From an optimization exercise on the open Yosys and OpenROAD flow, aimed at small area and a short achievable clock period; shortcuts taken in it are not production practice.
In this exercise RTL edits were held to simulation tests only and were not proved equivalent to the original.
The clock port is modelled as an ideal driver; clocking choices that lean on that would not hold on a real chip.

==> inputs of run a <==
## DaddaKS_16bitMAC
module DaddaKS_16bitMAC(
    input [15:0] a,
    input [15:0] b,
    input clk,
    input rst,
    input cin,
    output reg [31:0] out,
    output cout
);
clock: 17.0 ns
lec_check: 0
cap_margin: 20
core_margin: 2
core_utilization: 40
cts_buf_list: sky130_fd_sc_hd__clkbuf_8
setup_slack_margin: 5
slew_margin: 20
synth_hierarchical: 1
standard.sh (not shown) runs the stock make flow with config.mk's settings and CLKGATE_MAP_FILE= SYNTH_SCRIPT=/design/flow/synth_recipe.tcl, a recipe that flattens the netlist after the stock synthesis.
==> flow/flow/run.sh <==
#!/bin/bash
set -euo pipefail
R=$PWD/orfs/results/sky130hd/DaddaKS_16bitMAC/base
downsize() {
  DS_ODB=$R/$1.odb DS_SDC=$R/$1.sdc DS_TARGET=99 DS_PROP=$2 DS_TRADEOFF=$3 \
    DS_LIB=$FLOW_HOME/platforms/sky130hd/lib/sky130_fd_sc_hd__tt_025C_1v80.lib \
    DS_PLATFORM_DIR=$FLOW_HOME/platforms/sky130hd \
    openroad -no_init -exit flow/downsize.tcl > downsize_$1.log 2>&1
}
bash standard.sh 'BUFFER_PORTS_ARGS=-buffer_cell sky130_fd_sc_hd__buf_1' 'CTS_ARGS=-sink_clustering_enable -repair_clock_nets -buf_list sky130_fd_sc_hd__clkbuf_8 -dont_use_dummy_load' SETUP_SLACK_MARGIN=6 place > standard_place.log 2>&1
downsize 3_place 0 0
bash standard.sh 'BUFFER_PORTS_ARGS=-buffer_cell sky130_fd_sc_hd__buf_1' 'CTS_ARGS=-sink_clustering_enable -repair_clock_nets -buf_list sky130_fd_sc_hd__clkbuf_8 -dont_use_dummy_load' SETUP_SLACK_MARGIN=6 cts > standard_cts.log 2>&1
downsize 4_cts 1 1
bash standard.sh 'BUFFER_PORTS_ARGS=-buffer_cell sky130_fd_sc_hd__buf_1' 'CTS_ARGS=-sink_clustering_enable -repair_clock_nets -buf_list sky130_fd_sc_hd__clkbuf_8 -dont_use_dummy_load' SETUP_SLACK_MARGIN=6 finish > standard_finish.log 2>&1
==> flow/flow/downsize.tcl <==
# Area recovery: give each cell the smallest drive strength of its kind that keeps the
# design's worst setup slack at least DS_TARGET (or the slack it had, if that is lower).
# Reads and rewrites the ODB given in DS_ODB; DS_SDC is its SDC.
read_db $::env(DS_ODB)
read_liberty $::env(DS_LIB)
read_sdc $::env(DS_SDC)
source $::env(DS_PLATFORM_DIR)/setRC.tcl
if {[info exists ::env(DS_PROP)] && $::env(DS_PROP)} { set_propagated_clock [all_clocks] }
estimate_parasitics -placement
set wns0 [sta::worst_slack -max]
set target [expr {min($wns0, $::env(DS_TARGET))}]
puts "downsize: worst slack $wns0, target $target"
set tradeoff [expr {[info exists ::env(DS_TRADEOFF)] ? $::env(DS_TRADEOFF) : 0}]
set tradeoff_k [expr {$tradeoff ? $::env(DS_TRADEOFF) : 0}]
set cur_wns $wns0
set cur_area 0.0
foreach i [get_cells *] {
  set lc [get_lib_cells -quiet */[get_property $i ref_name]]
  if {[llength $lc]} { set cur_area [expr {$cur_area + [get_property $lc area]}] }
}
puts "downsize: cell area $cur_area"
set area0 0.0
set saved 0.0
set n 0
set insts [get_cells *]
foreach inst $insts {
  set m [get_property $inst ref_name]
  if {![regexp {^(sky130_fd_sc_hd__[a-z0-9]+)_([0-9]+)$} $m -> base size]} { continue }
  if {[string match *df* $base] || [string match *tap* $base] || [string match *conb* $base] || [string match *clkbuf* $base]} { continue }
  set cands {}
  foreach lc [get_lib_cells */${base}_*] {
    set nm [get_property $lc name]
    if {[regexp "^${base}_(\[0-9\]+)\$" $nm -> s2] && $s2 < $size} { lappend cands [list $s2 $nm] }
  }
  if {![llength $cands]} { continue }
  set cands [lsort -integer -index 0 $cands]
  foreach c $cands {
    set nm [lindex $c 1]
    replace_cell $inst $nm
    set wns [sta::worst_slack -max]
    set ok [expr {$wns >= $target}]
    if {!$ok && $tradeoff} {
      set da [expr {[get_property [get_lib_cells */$m] area] - [get_property [get_lib_cells */$nm] area]}]
      set dp [expr {$cur_wns - $wns}]
      if {$dp / (17.0 - $cur_wns) < $tradeoff_k * $da / $cur_area} { set ok 1 }
    }
    if {$ok} {
      set cur_area [expr {$cur_area - [get_property [get_lib_cells */$m] area] + [get_property [get_lib_cells */$nm] area]}]
      set cur_wns $wns
      incr n
      puts "downsize: [get_full_name $inst] $m -> $nm"
      break
    }
    replace_cell $inst $m
  }
}
puts "downsize: resized $n cells, worst slack now [sta::worst_slack -max]"
report_design_area
write_db $::env(DS_ODB)
==> run b (differences from run a) <==
==> flow/flow/run.sh (replaced) <==
#!/bin/bash
set -euo pipefail
R=$PWD/orfs/results/sky130hd/DaddaKS_16bitMAC/base
downsize() {
  DS_ODB=$R/$1.odb DS_SDC=$R/$1.sdc DS_TARGET=99 DS_PROP=$2 DS_TRADEOFF=$3 \
    DS_LIB=$FLOW_HOME/platforms/sky130hd/lib/sky130_fd_sc_hd__tt_025C_1v80.lib \
    DS_PLATFORM_DIR=$FLOW_HOME/platforms/sky130hd \
    openroad -no_init -exit flow/downsize.tcl > downsize_$1.log 2>&1
}
bash standard.sh 'BUFFER_PORTS_ARGS=-buffer_cell sky130_fd_sc_hd__buf_1' 'CTS_ARGS=-sink_clustering_enable -repair_clock_nets -buf_list sky130_fd_sc_hd__clkbuf_8 -dont_use_dummy_load' SETUP_SLACK_MARGIN=6.5 place > standard_place.log 2>&1
downsize 3_place 0 0
bash standard.sh 'BUFFER_PORTS_ARGS=-buffer_cell sky130_fd_sc_hd__buf_1' 'CTS_ARGS=-sink_clustering_enable -repair_clock_nets -buf_list sky130_fd_sc_hd__clkbuf_8 -dont_use_dummy_load' SETUP_SLACK_MARGIN=6.5 cts > standard_cts.log 2>&1
downsize 4_cts 1 1
bash standard.sh 'BUFFER_PORTS_ARGS=-buffer_cell sky130_fd_sc_hd__buf_1' 'CTS_ARGS=-sink_clustering_enable -repair_clock_nets -buf_list sky130_fd_sc_hd__clkbuf_8 -dont_use_dummy_load' SETUP_SLACK_MARGIN=0 finish > standard_finish.log 2>&1
==> run c (differences from run a) <==
==> flow/flow/run.sh (replaced) <==
#!/bin/bash
# The standard layout (the standard.sh) with these ORFS settings on top of config.mk's:
#   SETUP_SLACK_MARGIN=7 'BUFFER_PORTS_ARGS=-buffer_cell sky130_fd_sc_hd__buf_1' 'CTS_ARGS=-sink_clustering_enable -repair_clock_nets -buf_list sky130_fd_sc_hd__clkbuf_8 -dont_use_dummy_load'
# and one extra step after global placement: downsize.tcl gives every cell the smallest
# drive strength that keeps the worst setup slack (area recovery; synthesis maps the
# one-gate modules to needlessly large cells).  Each tool's output is in its own log.
set -euo pipefail
bash standard.sh SETUP_SLACK_MARGIN=7 'BUFFER_PORTS_ARGS=-buffer_cell sky130_fd_sc_hd__buf_1' 'CTS_ARGS=-sink_clustering_enable -repair_clock_nets -buf_list sky130_fd_sc_hd__clkbuf_8 -dont_use_dummy_load' place > standard_place.log 2>&1
R=$PWD/orfs/results/sky130hd/DaddaKS_16bitMAC/base
DS_ODB=$R/3_place.odb DS_SDC=$R/3_place.sdc DS_TARGET=7.3 \
  DS_LIB=$FLOW_HOME/platforms/sky130hd/lib/sky130_fd_sc_hd__tt_025C_1v80.lib \
  DS_PLATFORM_DIR=$FLOW_HOME/platforms/sky130hd \
  openroad -no_init -exit flow/downsize.tcl > downsize.log 2>&1
bash standard.sh SETUP_SLACK_MARGIN=7 'BUFFER_PORTS_ARGS=-buffer_cell sky130_fd_sc_hd__buf_1' 'CTS_ARGS=-sink_clustering_enable -repair_clock_nets -buf_list sky130_fd_sc_hd__clkbuf_8 -dont_use_dummy_load' finish > standard_finish.log 2>&1
--- a/flow/flow/downsize.tcl
+++ b/flow/flow/downsize.tcl
@@ -12,11 +12,2 @@
 puts "downsize: worst slack $wns0, target $target"
-set tradeoff [expr {[info exists ::env(DS_TRADEOFF)] ? $::env(DS_TRADEOFF) : 0}]
-set tradeoff_k [expr {$tradeoff ? $::env(DS_TRADEOFF) : 0}]
-set cur_wns $wns0
-set cur_area 0.0
-foreach i [get_cells *] {
-  set lc [get_lib_cells -quiet */[get_property $i ref_name]]
-  if {[llength $lc]} { set cur_area [expr {$cur_area + [get_property $lc area]}] }
-}
-puts "downsize: cell area $cur_area"
 set area0 0.0
@@ -39,12 +30,3 @@
     replace_cell $inst $nm
-    set wns [sta::worst_slack -max]
-    set ok [expr {$wns >= $target}]
-    if {!$ok && $tradeoff} {
-      set da [expr {[get_property [get_lib_cells */$m] area] - [get_property [get_lib_cells */$nm] area]}]
-      set dp [expr {$cur_wns - $wns}]
-      if {$dp / (17.0 - $cur_wns) < $tradeoff_k * $da / $cur_area} { set ok 1 }
-    }
-    if {$ok} {
-      set cur_area [expr {$cur_area - [get_property [get_lib_cells */$m] area] + [get_property [get_lib_cells */$nm] area]}]
-      set cur_wns $wns
+    if {[sta::worst_slack -max] >= $target} {
       incr n
==> summary.md <==
| Metric | Value |
|---|---|
| Status | `complete, no violations` |
| Worst Max-Slew Pin Slew | `0.803 ns` |
| Rel. slew slack | `about 46%` |
| Max FO, Critical Path | `9` |
| Met2 Usage GRT | `34.2%` |
| Iter 0 DRT Violations | `445` |
(the above is from run b)
==> summary.md <==
| Metric | Value |
|---|---|
| Max FO, Critical Path | `8` |
| Post-route DRC | `0` |
| RSZ-0062 raised after global routing | `true` |
| Status | `complete, no violations` |
| Comb_multi_in | `~710` |
| Iter 0 DRT Violations | `402` |
| Met2 wire len | `10.9 mm` |
| Worst Max-Slew Pin Slew | `0.812 ns` |
| CP max stage cell | `fa_1` |
(the above is from run c)
==> summary.md <==
| Metric | Value |
|---|---|
| Status | `complete, no violations` |
| Iter 0 DRT Violations | `about 410` |
| Max FO, Critical Path | `16` |
| Rel. slew slack | `47.1%` |
(the above is from run a)

what the ideal ports hide:
The results above use ideal ports. As a check the final layouts listed here were re-extracted and re-timed, cells and wires unchanged. Step 1 sets driving cells, clkbuf_16 on the clock port and buf_2 on the other inputs (assumed; they add their load-dependent delay and slew). Step 2 times the ports against the registers' clock, not the clock port: input delays grow and output delays shrink by t, the midpoint of the rising clock arrivals with the driver on. a / b / c = ideal ports / drivers / drivers and shift; a / b = the first two.
run | shift t [ns] | slack for setup (ns) | hold WS [ns] | clock arrival spread, ns | worst data-port slew with drivers (ns)
run a | 0.360 | 6.098 / 6.045 / 6.045 | 0.662 / 0.662 / 0.662 | 0.004 / 0.004 | 0.07
run b | 0.351 | 5.534 / 5.487 / 5.487 | 0.667 / 0.667 / 0.667 | 0.010 / 0.010 | 0.06
run c | 0.350 | 5.923 / 5.896 / 5.896 | 0.668 / 0.668 / 0.668 | 0.008 / 0.009 | 0.06
After both steps every run listed still meets setup and hold. The setup slack of run a, which loses most, moves by -0.053 ns with the drivers and by -0.053 ns with both steps.
